From an optimization exercise on the open Yosys and OpenROAD flow, aimed at small area, a short achievable clock period and few clock cycles per item; shortcuts taken in it are not production practice. In this exercise RTL edits were held to simulation tests only and were not proved equivalent to the original.

==> flow/design.v, too long to show whole: its modules and the start of the top module <==
// module booth_ctl: 12 lines
// module csa_fa: 10 lines
// module csa_ha: 9 lines
// module ReLU: 19 lines
// module fully_serial: 3295 lines
// module neuron_top: 19 lines
module neuron_top (
    input  logic         clk,
    input  logic         rst_n,
    input  logic [511:0] in_vec,
    input  logic [255:0] weights_vec,
    input  logic [31:0]  bias,
    output logic [31:0]  out,
    output logic         done
);
  // ...
==> flow/flow/run.sh <==
#!/bin/bash
# Own layout flow: the standard flow (standard.sh, unchanged synthesis and
# steps), except that the port buffers are plain buffers
# (sky130_fd_sc_hd__buf_2) rather than the delay buffers that buffer_ports
# picks by itself.  Each step's full output goes to a log file here.
set -euo pipefail
export BUFFER_PORTS_ARGS="-buffer_cell sky130_fd_sc_hd__buf_2"
bash standard.sh synth > flow_synth.log 2>&1
bash standard.sh finish > flow_finish.log 2>&1
==> flow/standard.sh <==
#!/bin/bash
# synth_recipe.tcl (not shown) runs the flow's synth.tcl, then flattens the netlist and writes it again
# the make line also repeats each setting of config.mk as NAME=value (left out here)
make -C /OpenROAD-flow-scripts/flow DESIGN_CONFIG=/design/flow/config.mk WORK_HOME=/design/flow/orfs CLKGATE_MAP_FILE= SYNTH_SCRIPT=/design/flow/synth_recipe.tcl "${@:-finish}"
==> flow/config.mk <==
export PLATFORM = sky130hd
export DESIGN_NAME = neuron_top
export DESIGN_NICKNAME = neuron_top
export VERILOG_FILES = /design/flow/design.v
export SDC_FILE = /design/flow/constraint.sdc
export NUM_CORES = 4
export LEC_CHECK = 0
export CAP_MARGIN = 20
export CORE_MARGIN = 2
export CORE_UTILIZATION = 50
export SETUP_SLACK_MARGIN = 5
export SLEW_MARGIN = 20
export SYNTH_HIERARCHICAL = 1
==> flow/constraint.sdc <==
create_clock -name core_clock -period 12.0 [get_ports {clk}]
set_input_delay 2.4000 -clock core_clock [delete_from_list [all_inputs] [get_ports {clk}]]
set_output_delay 2.4000 -clock core_clock [all_outputs]
set_load 0.01 [all_outputs]
==> impl_metrics.ini, run 1 <==
[status]
status = finished clean

[synthesis]
synthSimpleGateAreaFrac = 0.04336
synthMuxAreaShare = 0.04209
synth_compound_area_frac = 0.1584
yosys.area_share.adder = 0.4591
async_flop_share = 0.01901

[clock_tree]
root_buffer = clkbuf_16
cts_hold_buf = 0
postCtsSetupBuffers = 27
cts_tree = yes

[cells_and_area]
seq_area_um2 = 5315
drive_gt1_frac = 0.2019
final_util = 0.5637
final_cell_mix = fa_1, xnor2_1, a22oi_1
multi_input_area_um2 = 54240
buffer_area_frac = 0.07484
clkCellAreaFrac = 0.02047
stdcell_area_um2 = 69700
layout_commonest_cell = fa_1
multi_input_gates = 4795
inverters = 360

[worst_setup_path]
path_cells = inv_1 -> fa_1 -> fa_1 -> inv_1 -> ha_1 -> and3_2 -> a311oi_2 -> o31ai_1 -> a31oi_1 -> buf_4 -> o31ai_2 -> buf_4 -> o21a_1 -> xnor2_2 -> buf_6 -> a41oi_1 -> buf_2
endpoint = out[16]
timing.rr.start = u_neuron.nfirst$_DFF_PN0_
crit_type = register to output pin
startpoint = u_neuron.a0_q[23]$_DFF_P_

[sta]
setup_tns_ns = 0
worstMarginPinSlew_ns = 1.209

[die]
die_w_um = 357.0
num_rows = 129
initial_core_util = 0.5039

[min_path]
holdPathStages = 2

[grt]
grtUsageMet2 = 0.7259
grt_max_degree = 97

[routing]
via_per_inst = 6.770
Testbench counts, summed over its fixed seeds: cycles 3,840, items 960.
==> module ReLU, before the edit <==
module ReLU #(parameter AW = 41, parameter M = 40, parameter NR = 4) (
  input  logic [NR*AW-1:0] rows,
  input  logic [1:0] low,
  output logic [31:0] out
);
  logic [AW-1:0] t, g, p;
  logic negative, big;
  always_comb begin
    t = '0;
    for (int r = 0; r < NR; r++) t = t + rows[r*AW +: AW];
  end
  assign negative = ~t[M];
  assign big = t[M] & (|t[M-1:29]);
  always_comb begin
    if (negative) out = 32'd0;
    else if (big) out = 32'h7fffffff;
    else out = {1'b0, t[28:0], low};
  end
endmodule
==> run 2: changes to the inputs <==
--- a/flow/design.v
+++ b/flow/design.v
@@ -36,12 +36,30 @@
 );
   logic [AW-1:0] t, g, p;
   logic negative, big;
-  always_comb begin
-    t = '0;
-    for (int r = 0; r < NR; r++) t = t + rows[r*AW +: AW];
-  end
-  assign negative = ~t[M];
-  assign big = t[M] & (|t[M-1:29]);
+  logic [AW-1:0] s2, c2;
+  logic [AW-1:0] ra, rb, rc, rd, sa, ca, cb;
+  assign ra = rows[AW-1:0];
+  assign rb = rows[2*AW-1:AW];
+  assign rc = rows[3*AW-1:2*AW];
+  assign rd = rows[4*AW-1:3*AW];
+  assign sa = ra ^ rb ^ rc;
+  assign ca = {((ra[AW-2:0] & rb[AW-2:0]) | (ra[AW-2:0] & rc[AW-2:0]) | (rb[AW-2:0] & rc[AW-2:0])), 1'b0};
+  assign s2 = sa ^ ca ^ rd;
+  assign cb = (sa & ca) | (sa & rd) | (ca & rd);
+  assign c2 = {cb[AW-2:0], 1'b0};
+  assign t = s2 + c2;
+  logic [M:0] cm;        
+  logic [29:0] cl;
+  assign cm = {1'b0, s2[M-1:0]} + {1'b0, c2[M-1:0]};
+  assign cl = {1'b0, s2[28:0]} + {1'b0, c2[28:0]};
+  logic [M-1:29] hx, ho;
+  logic e, zero;
+  assign hx = s2[M-1:29] ^ c2[M-1:29];
+  assign ho = s2[M-1:29] | c2[M-1:29];
+  assign e = &(hx[M-1:30] ~^ ho[M-2:29]);
+  assign zero = e & ~(hx[29] ^ cl[29]);
+  assign negative = ~(s2[M] ^ c2[M] ^ cm[M]);
+  assign big = ~negative & ~zero;
   always_comb begin
     if (negative) out = 32'd0;
     else if (big) out = 32'h7fffffff;
==> run 2 against run 1 <==
- register-to-register slack better by 0.11 ns
- hold slack worse by 0.0070 ns
- sequential share of layout area up 0.071 points
- clock skew up 0.014 ns
- critical path depth unchanged
- area after synthesis down 0.42%
- routed wire length down 1.5%
==> impl_metrics.ini, run 2 <==
[cells_and_area]
largest_reg_flops = 40
fillCellCount = 11120
regMostFlops = u_neuron.a0_q
layout.cells.non_filler = 8011
layout_commonest_cell = fa_1
nNetsFinal = 8623
final_cell_mix = fa_1, xnor2_1, a22oi_1
drive_gt1_frac = 0.2009
syn_to_final_growth_pct = 10.99

[die]
ios = 835
num_rows = 129
core_um2 = 123500
die_h_um = 356.3
initial_core_util = 0.5024
dieArea_um2 = 126900
die_w_um = 356.3

[worst_setup_path]
crit_slowest_cell = fa_2
rr_worst_depth = 10
path_cells = inv_2 -> fa_2 -> inv_2 -> fa_2 -> ha_4 -> fa_2 -> a211oi_2 -> o21ai_2 -> buf_6 -> o21a_4 -> o22ai_4 -> o21a_4 -> xnor2_4 -> nor2_8 -> buf_12 -> a21oi_2 -> buf_2
startpoint = u_neuron.a0_q[1]$_DFF_P_
cp.required_ns = 9.60
end_kind = output pin
r2r_setup_slack_ns = 5.12
crit_fanout = 16
worst_path_most_repeated_cell = fa_2
r2r_end = u_neuron.a3_q[12]$_DFF_P_
cp-start-kind = register
endpoint = out[1]
critPathArrivalTime_ns = 4.55
slowest_delay_ns = 0.56
crit_type = register to output pin
timing.rr.start = u_neuron.first$_DFF_PN1_

[routing]
route.detailed.wl_per_inst_um = 40.18
wl_mm = 321.9
drc_errors = 0
dr.pass1.iters = 10
ant_nets = 0
vias = 54190
via_per_inst = 6.764
dr.first_iter.drc_count = 8397

[placement]
place.gp.congestion = 1.093
dp_hpwl_mm = 268.6
dp_cells = 7869
portBuffers = 833

[sta]
hold_viol_final = 0
max_slew_margin = 0.09644
setup_tns_ns = 0
period_share = 0.5793
worstMarginPinSlew_ns = 1.355
drv_slew = 0
clock.fmax_mhz = 143.9
period_minus_slack_ns = 6.951
skew_ns = 0.05944
rsz0062_at_grt = yes
setup_viol = 0

[grt]
grt_usage = 0.5002
grt_pass1_wl_mm = 433.5
grt_overflow = 0
grt_max_degree = 109
antenna_found_initial = 71
grt_pass1_vias = 54770

[min_path]
holdPathStages = 1
hold_class = register to register

[clock_tree]
clock_sinks = 263
clkTransAtPathRegs_ns = 0.06
cts_buffers = 37
cts_tree = yes
root_buffer = clkbuf_16
clk_path_buf_depth = 3
h-tree-depth = 2
cts_hold_buf = 0
clock_latency_ns = 0.64

[synthesis]
synth_cell_types = 65
yosysTopAreaCell = fa_1
netlist_area_um2 = 62040
seq_area_frac_synth = 0.08529
yosys.cell_count.top_type = fa_1
async_flop_share = 0.01901
yosysWarnings = 9
synth_top_area_share = 0.4130
synth_common_cells = fa_1, xnor2_1, a22oi_1
synth_area_leaders = fa_1, xnor2_1, a22oi_1, dfxtp_1, ha_1
ys.flop_type = dfxtp_1
synth.avg_cell_area_um2 = 10.87
syn_inst = 5710
synth_seq_cells = 263
synth_edf_count = 0

[status]
status = finished clean

[run]
cap_violations = 0
==> run 2: modules after synthesis, one instance, submodules excluded, excerpt <==
module        cells inside  area (um^2)
booth_ctl                9        73.82
csa_fa                   1        20.02
csa_ha                   1        12.51
fully_serial          3348        28130
==> run 2: what timing repair did <==
action	in CTS	in global routing
resized for setup	18	32
setup buffers	11	7
pin swaps	8	21
cloned	1	3
setup endpoints to repair	31	31
==> run 2: per-stage QoR <==
stage	worst slack, ns	cell area (um^2)	hold slack (ns)	utilization
floorplan	5.123	62110	0.4851	-
global placement	4.780	66960	0.5593	0.5423
detailed placement	4.779	66990	0.5736	0.5425
CTS	4.989	68440	0.5795	0.5543
global route	4.960	68790	0.6189	0.5571
finish	5.049	68860	0.5940	0.5577
==> run 2: cell families (layout without fill, tap and decap cells) <==
| family | Yosys count | count (layout) | share of synthesized area |
|---|---|---|---|
| DFF | 263 | 263 | 0.08529 |
| adders and majority gates | 1528 | 1528 | 0.4631 |
| buffers and inverters | 737 | 1328 | 0.05282 |
| xor gates and xnor gates | 1131 | 1131 | 0.1603 |
| AOI/OAI and AO/OA | 1308 | 1308 | 0.1559 |
| other | 2 | 74 | 0.0001211 |
| muxes | 240 | 240 | 0.04227 |
| and+or+nand+nor | 501 | 502 | 0.04023 |
==> run 2: worst min-delay path by stage <==
stage | start | slack, ns | to
2_1_floorplan | u_neuron.ph[0]$_DFF_PN0_ | 0.49 | u_neuron.ph[0]$_DFF_PN0_
3_3_place_gp | u_neuron.ph[0]$_DFF_PN0_ | 0.56 | u_neuron.ph[0]$_DFF_PN0_
3_5_place_dp | u_neuron.ph[0]$_DFF_PN0_ | 0.57 | u_neuron.ph[0]$_DFF_PN0_
4_1_cts | u_neuron.ph[0]$_DFF_PN0_ | 0.58 | u_neuron.ph[0]$_DFF_PN0_
5_1_grt | u_neuron.ph[0]$_DFF_PN0_ | 0.62 | u_neuron.ph[0]$_DFF_PN0_
6_report | u_neuron.ph[0]$_DFF_PN0_ | 0.59 | u_neuron.ph[0]$_DFF_PN0_
==> run 2: final cells by class <==
| cell class | instances | area (um^2) | share of cell area |
|---|---|---|---|
| Antenna cell | 54 | 135.1 | 0.001962 |
| Inverter | 339 | 1275 | 0.01852 |
| Multi-Input combinational cell | 4729 | 53910 | 0.7829 |
| Tap cell | 1637 | 2048 | 0.02975 |
| Timing Repair Buffer | 923 | 4974 | 0.07223 |
| Clock inverter | 13 | 172.7 | 0.002508 |
| Clock buffer | 53 | 1047 | 0.01521 |
| Sequential cell | 263 | 5300 | 0.07697 |
==> run 2: metal layers <==
layer,vias to the layer above,global-route usage,part of all wire
li1,20650,-,-
met1,27450,0.6063,0.35
met2,4691,0.7400,0.42
met3,1357,0.1425,0.12
met4,36,0.4169,0.11
met5,-,0.0003704,0.0010
==> run 2: worst max-delay path: cells and delay by family (launching register included) <==
kind                     cells  cell delay, ns
buffers and inverters        5            0.53
adder cells (fa/ha/maj)      4            1.55
AO/OA/AOI/OAI                6            1.22
AND/OR/NAND/NOR              1            0.05
XOR/XNOR                     1            0.17
flip-flops                   1            0.33
Testbench counts of run 2, summed over its fixed seeds: cycles 3,840, items 960.
==> run 3: changes to the inputs <==
==> flow/flow/run.sh (replaced) <==
#!/bin/bash
set -euo pipefail
export BUFFER_PORTS_ARGS="-buffer_cell sky130_fd_sc_hd__buf_2"
export SETUP_SLACK_MARGIN=5.6
bash standard.sh synth > flow_synth.log 2>&1
bash standard.sh finish > flow_finish.log 2>&1
--- a/flow/config.mk
+++ b/flow/config.mk
@@ -8,6 +8,5 @@
 export CAP_MARGIN = 20
 export CORE_MARGIN = 2
 export CORE_UTILIZATION = 50
-export SETUP_SLACK_MARGIN = 5
 export SLEW_MARGIN = 20
 export SYNTH_HIERARCHICAL = 1
==> run 3 against run 2 <==
- synthesized cell count unchanged
- critical path type unchanged
- routed wire length up 0.13%
- largest cell class unchanged
- final area grew 3.7%
- fmax down 1.3%
- utilization increased by 2.1 points
- first-iteration DRC count fell by 11%
- still clean on timing, DRC and antenna
==> impl_metrics.ini, run 3 <==
[status]
status = finished clean

[routing]
via_per_inst = 6.726
dr.first_iter.drc_count = 7499
dr.pass1.iters = 10
vias = 54130
wl_mm = 322.3
route.detailed.wl_per_inst_um = 40.05
drc_errors = 0
ant_nets = 0

[worst_setup_path]
crit_type = register to output pin
slowest_delay_ns = 0.52
r2r_setup_slack_ns = 5.56
worst-path-buf-inv = 5
end_kind = output pin
critPathArrivalTime_ns = 4.64
cp.required_ns = 9.60
crit_slowest_cell = fa_1
cp-start-kind = register
path_cells = inv_2 -> fa_1 -> inv_1 -> fa_2 -> ha_4 -> fa_2 -> a211oi_4 -> o21ai_4 -> o21a_4 -> o22ai_4 -> o21a_4 -> xnor2_4 -> nor2_8 -> buf_12 -> buf_16 -> a21oi_2 -> buf_2
crit_family = adder cells
crit_fanout = 8

[cells_and_area]
syn_to_final_growth_pct = 15.07
largest_reg_flops = 40
regMostFlops = u_neuron.a0_q
drive_gt1_frac = 0.2856
layout_commonest_cell = xnor2_1
stdcell_area_um2 = 71390
final_cell_mix = xnor2_1, fa_1, buf_2
fillCellCount = 10810
nNetsFinal = 8643

[clock_tree]
clkTransAtPathRegs_ns = 0.06
clk_path_buf_depth = 3
h-tree-depth = 2
cts_hold_buf = 0
clock_sinks = 263
cts_buffers = 38
clock_latency_ns = 0.65
cts_tree = yes
root_buffer = clkbuf_16

[synthesis]
synth_top_area_share = 0.4130
ys.flop_type = dfxtp_1
synth.avg_cell_area_um2 = 10.87
yosysWarnings = 9
netlist_area_um2 = 62040
syn_inst = 5710
seq_area_frac_synth = 0.08529
yosys.cell_count.top_type = fa_1
yosysTopAreaCell = fa_1
synth_cell_types = 65
synth_area_leaders = fa_1, xnor2_1, a22oi_1, dfxtp_1, ha_1
synth_seq_cells = 263
synth_common_cells = fa_1, xnor2_1, a22oi_1
async_flop_share = 0.01901
synth_edf_count = 0

[sta]
worstMarginPinSlew_ns = 1.401
period_share = 0.5869
hold_viol_final = 0
setup_tns_ns = 0
setup_viol = 0
skew_ns = 0.03883
clock.fmax_mhz = 142.0
max_slew_margin = 0.03897
drv_slew = 0
period_minus_slack_ns = 7.043
rsz0062_at_grt = yes
worst_slack_ns = 4.957
holdWs_ns = 0.5843

[die]
num_rows = 129
ios = 835
die_w_um = 356.3
dieArea_um2 = 126900
initial_core_util = 0.5024
core_um2 = 123500
die_h_um = 356.3

[placement]
post-place-ws_ns = 4.751
placed_cell_area_um2 = 68620
place.gp.congestion = 1.097
dp_hpwl_mm = 265.2
portBuffers = 833

[grt]
grt_pass1_vias = 54950
grt_max_degree = 88
grt_usage = 0.5012
grt_pass1_wl_mm = 434.0
grt_overflow = 0
antenna_found_initial = 91

[min_path]
hold_class = register to register

[run]
cap_violations = 0
[run 3: cell counts after synthesis]
No cell type changed its count.
[run 3: logic make-up (layout without fill, tap and decap cells)]
kind of cell    count (synthesis)  after routing  synth area share
fa+ha+maj                    1528           1528            0.4631
compound gates               1308           1309            0.1559
xor+xnor                     1131           1131            0.1603
buf+inv                       737           1348           0.05282
simple gates                  501            502           0.04023
flops                         263            263           0.08529
mux                           240            240           0.04227
other cells                     2             90         0.0001211
[run 3: Yosys stat by module (local to each module, per instance), a selection]
module        copies in the design  cell area (um^2)  flip-flops and latches
csa_ha                          33             12.51                       0
fully_serial                     1             28130                     263
booth_ctl                       64             73.82                       0
csa_fa                        1200             20.02                       0
[run 3: timing repair]
| item | 4_1_cts | 5_1_grt |
|---|---|---|
| gates cloned | 5 | 3 |
| resized for setup | 79 | 114 |
| buffers inserted | 19 | 18 |
| hold endpoints to repair | 0 | 0 |
| pin swaps | 34 | 16 |
| setup endpoints to repair | 133 | 104 |
[run 3: path summary, 6_finish.rpt]
kind,from,end,depth (start not counted)
max in group asynchronous,rst_n,u_neuron.first$_DFF_PN1_,1
worst min-delay path,u_neuron.ph[0]$_DFF_PN0_,u_neuron.ph[0]$_DFF_PN0_,1
min in group asynchronous,rst_n,u_neuron.nfirst$_DFF_PN0_,1
worst max-delay path,u_neuron.a2_q[1]$_DFF_P_,out[0],17
worst max register to register,u_neuron.nfirst$_DFF_PN0_,u_neuron.a2_q[10]$_DFF_P_,11
worst min register to register,u_neuron.ph[0]$_DFF_PN0_,u_neuron.ph[0]$_DFF_PN0_,1
[run 3: per-stage QoR]
stage | utilization | std cells
6_report | 0.5782 | 8048
2_1_floorplan | - | 5728
3_3_place_gp | 0.5556 | 7863
5_1_grt | 0.5774 | 8009
4_1_cts | 0.5717 | 7955
3_5_place_dp | 0.5557 | 7863
[run 3: area by class of cell]
class / instances / area (um^2) / share of cell area
Antenna cell: 70 / 175.2 / 0.002454
Clock buffer: 50 / 1067 / 0.01495
Clock inverter: 18 / 131.4 / 0.001840
Inverter: 339 / 1329 / 0.01861
Multi-Input combinational cell: 4730 / 55990 / 0.7843
Sequential cell: 263 / 5306 / 0.07433
Tap cell: 1637 / 2048 / 0.02869
Timing Repair Buffer: 940 / 5340 / 0.07480
Timing Repair inverter: 1 / 5.005 / 0.00007011
[run 3: per-layer routing]
metal / GRT usage / vias up / part of all wire
met4: 0.4219 / 48 / 0.11
met2: 0.7430 / 4413 / 0.42
met1: 0.5922 / 27620 / 0.35
met5: 0 / - / 0.0011
li1: - / 20720 / -
met3: 0.1613 / 1328 / 0.12
==> run 4: changes to the inputs <==
==> flow/flow/run.sh (replaced) <==
#!/bin/bash
set -euo pipefail
export BUFFER_PORTS_ARGS="-buffer_cell sky130_fd_sc_hd__buf_2"
export SETUP_SLACK_MARGIN=5.3
bash standard.sh synth > flow_synth.log 2>&1
bash standard.sh finish > flow_finish.log 2>&1
==> run 4 against run 3 <==
- still clean
- area after synthesis did not move
- fmax rose by 1.3%
- cell count fell by 0.19%
- non-clock buffer count fell by 6
- global-route usage fell by 0.078 points
- sequential cell count did not move
- hold slack improved by 0.0041 ns
- final area fell by 3.1%
- critical path depth fell by 1
- synthesized cell count did not move
- worst setup slack improved by 0.089 ns
- highest routed layer unchanged
==> impl_metrics.ini, run 4 <==
[routing]
via_per_inst = 6.745
drc_errors = 0
vias = 54180
dr.first_iter.drc_count = 8508
ant_nets = 0
dr.pass1.iters = 20
wl_mm = 321.3
route.detailed.wl_per_inst_um = 39.99

[grt]
grt_pass1_vias = 54790
grt_usage = 0.5004
grt_pass1_wl_mm = 432.9
grt_overflow = 0
grt_max_degree = 100
antenna_found_initial = 90

[synthesis]
synth_seq_cells = 263
netlist_area_um2 = 62040
yosysTopAreaCell = fa_1
ys.flop_type = dfxtp_1
yosys.cell_count.top_type = fa_1
synth_top_area_share = 0.4130
synth_edf_count = 0
synth_common_cells = fa_1, xnor2_1, a22oi_1
syn_inst = 5710
async_flop_share = 0.01901
synth_cell_types = 65
seq_area_frac_synth = 0.08529
synth_area_leaders = fa_1, xnor2_1, a22oi_1, dfxtp_1, ha_1
synth.avg_cell_area_um2 = 10.87
yosysWarnings = 9

[sta]
drv_slew = 0
period_share = 0.5795
skew_ns = 0.05007
period_minus_slack_ns = 6.954
clock.fmax_mhz = 143.8
rsz0062_at_grt = yes
setup_viol = 0
hold_viol_final = 0
max_slew_margin = 0.1973
setup_tns_ns = 0
worstMarginPinSlew_ns = 1.202

[cells_and_area]
layout_commonest_cell = fa_1
drive_gt1_frac = 0.2046
regMostFlops = u_neuron.a0_q
largest_reg_flops = 40
syn_to_final_growth_pct = 11.48
layout.cells.non_filler = 8033
final_cell_mix = fa_1, xnor2_1, a22oi_1
fillCellCount = 11050
nNetsFinal = 8634

[die]
ios = 835
dieArea_um2 = 126900
core_um2 = 123500
die_w_um = 356.3
initial_core_util = 0.5024
num_rows = 129
die_h_um = 356.3

[placement]
dp_cells = 7874
portBuffers = 833
dp_hpwl_mm = 265.5
place.gp.congestion = 1.067

[status]
status = finished clean

[clock_tree]
clk_path_buf_depth = 3
clock_latency_ns = 0.64
cts_buffers = 37
cts_hold_buf = 0
clkTransAtPathRegs_ns = 0.07
h-tree-depth = 2
clock_sinks = 263
root_buffer = clkbuf_16
cts_tree = yes

[min_path]
hold_class = register to register

[worst_setup_path]
crit_fanout = 16
cp-start-kind = register
end_kind = output pin
critPathArrivalTime_ns = 4.55
cp.required_ns = 9.60
crit_type = register to output pin

[run]
cap_violations = 0
-- run 4: modules after synthesis, one instance, submodules excluded, excerpt --
module	cells inside	flops+latches
csa_fa	1	0
csa_ha	1	0
booth_ctl	9	0
fully_serial	3348	263
-- run 4: area by class of cell --
type / count / area (um^2) / area share
diodes: 70 / 175.2 / 0.002533
repair buffers: 934 / 5091 / 0.07361
multi-input cells: 4729 / 54020 / 0.7811
clock buffers: 47 / 1015 / 0.01467
clock inverters: 14 / 229.0 / 0.003311
flip-flops and latches: 263 / 5304 / 0.07669
inverters: 339 / 1276 / 0.01845
well taps: 1637 / 2048 / 0.02961
-- run 4: path summary, 6_finish.rpt --
check,start,end,slack (ns),cells past startpoint
min in group asynchronous,rst_n,u_neuron.nfirst$_DFF_PN0_,1.62,1
setup reg to reg,u_neuron.first$_DFF_PN1_,u_neuron.a2_q[10]$_DFF_P_,5.40,10
setup / recovery,u_neuron.a2_q[6]$_DFF_P_,out[8],5.05,16
hold reg to reg,u_neuron.win_r_4_1[2]$_DFF_P_,u_neuron.win_r_4_0[0]$_DFF_P_,0.59,2
max in group asynchronous,rst_n,u_neuron.first$_DFF_PN1_,10.17,1
hold / removal,u_neuron.win_r_4_1[2]$_DFF_P_,u_neuron.win_r_4_0[0]$_DFF_P_,0.59,2
-- run 4: timing repair --
item                       in CTS  in global routing
setup endpoints to repair      35                 76
buffers inserted               17                  8
pin swaps                      19                 23
gates resized for setup        43                 41
hold endpoints to repair        0                  0
cloned                          3                  0
-- run 4: logic make-up (layout without fill, tap and decap cells) --
family,after synthesis,in the layout,share of synthesized area
adders and majority gates,1528,1528,0.4631
AOI/OAI and AO/OA,1308,1308,0.1559
xor gates and xnor gates,1131,1131,0.1603
buffers and inverters,737,1334,0.05282
and+or+nand+nor,501,502,0.04023
DFF,263,263,0.08529
muxes,240,240,0.04227
other,2,90,0.0001211
-- run 4: metal layers --
metal	vias up	track usage	wire length, um
met5	-	0	341
met2	4685	0.7381	136800
li1	20700	-	-
met4	50	0.4129	33520
met1	27440	0.6050	111100
met3	1301	0.1502	39600
-- run 4: stage by stage --
step                      instance area, um^2  setup slack (ns)  hold slack, ns  utilization
after floorplan                         62110             5.311          0.4851            -
final                                   69160             5.046          0.5883       0.5601
after detailed placement                67020             4.740          0.5860       0.5428
after CTS                               68720             5.090          0.5729       0.5566
after global routing                    69070             4.978          0.5967       0.5594
after global placement                  67000             4.778          0.5572       0.5426
-- run 4: critical path, stage by stage, from the launching register on --
cell and delay, ns:
dfxtp_1 0.32, inv_1 0.06, fa_1 0.51, fa_1 0.53, inv_1 0.07, ha_4 0.35
o211ai_1 0.17, o21ai_4 0.30, o21a_4 0.26, o22ai_4 0.09, buf_12 0.15, o21a_4 0.21
xnor2_4 0.29, nor2_8 0.04, buf_12 0.18, a21oi_2 0.16, buf_2 0.16

port drivers added, routing unchanged:
No port has a modelled driver above. Below, the same layouts with a new extraction and two added sets of constraints. Step 1 (the two cells are an assumption about what drives the block):
set clk [get_ports {clk}]
set_driving_cell -lib_cell sky130_fd_sc_hd__clkbuf_16 $clk
set_driving_cell -lib_cell sky130_fd_sc_hd__buf_2 [delete_from_list [all_inputs] $clk]
Step 2 also shifts input and output timing later by t, the mid clock arrival at the registers, as if the neighbouring blocks saw the same clock. a / b / c = no drivers / after step 1 / after step 2; a / b = the first two.
| run | t (ns) | setup WS [ns] | latest minus earliest clock arrival (ns) | cell pins on the clock port's net |
|---|---|---|---|---|
| run 1 | 0.666 | 4.481 / 4.414 / 4.405 | 0.048 / 0.048 | 1 |
| run 2 | 0.698 | 5.049 / 4.964 / 4.482 | 0.060 / 0.060 | 1 |
| run 3 | 0.715 | 4.957 / 4.876 / 4.814 | 0.038 / 0.038 | 1 |
| run 4 | 0.700 | 5.046 / 4.958 / 4.554 | 0.050 / 0.050 | 1 |
After both steps every run listed still meets setup and hold. The setup slack of run 2, which loses most, moves by -0.085 ns with the drivers and by -0.567 ns with both steps.
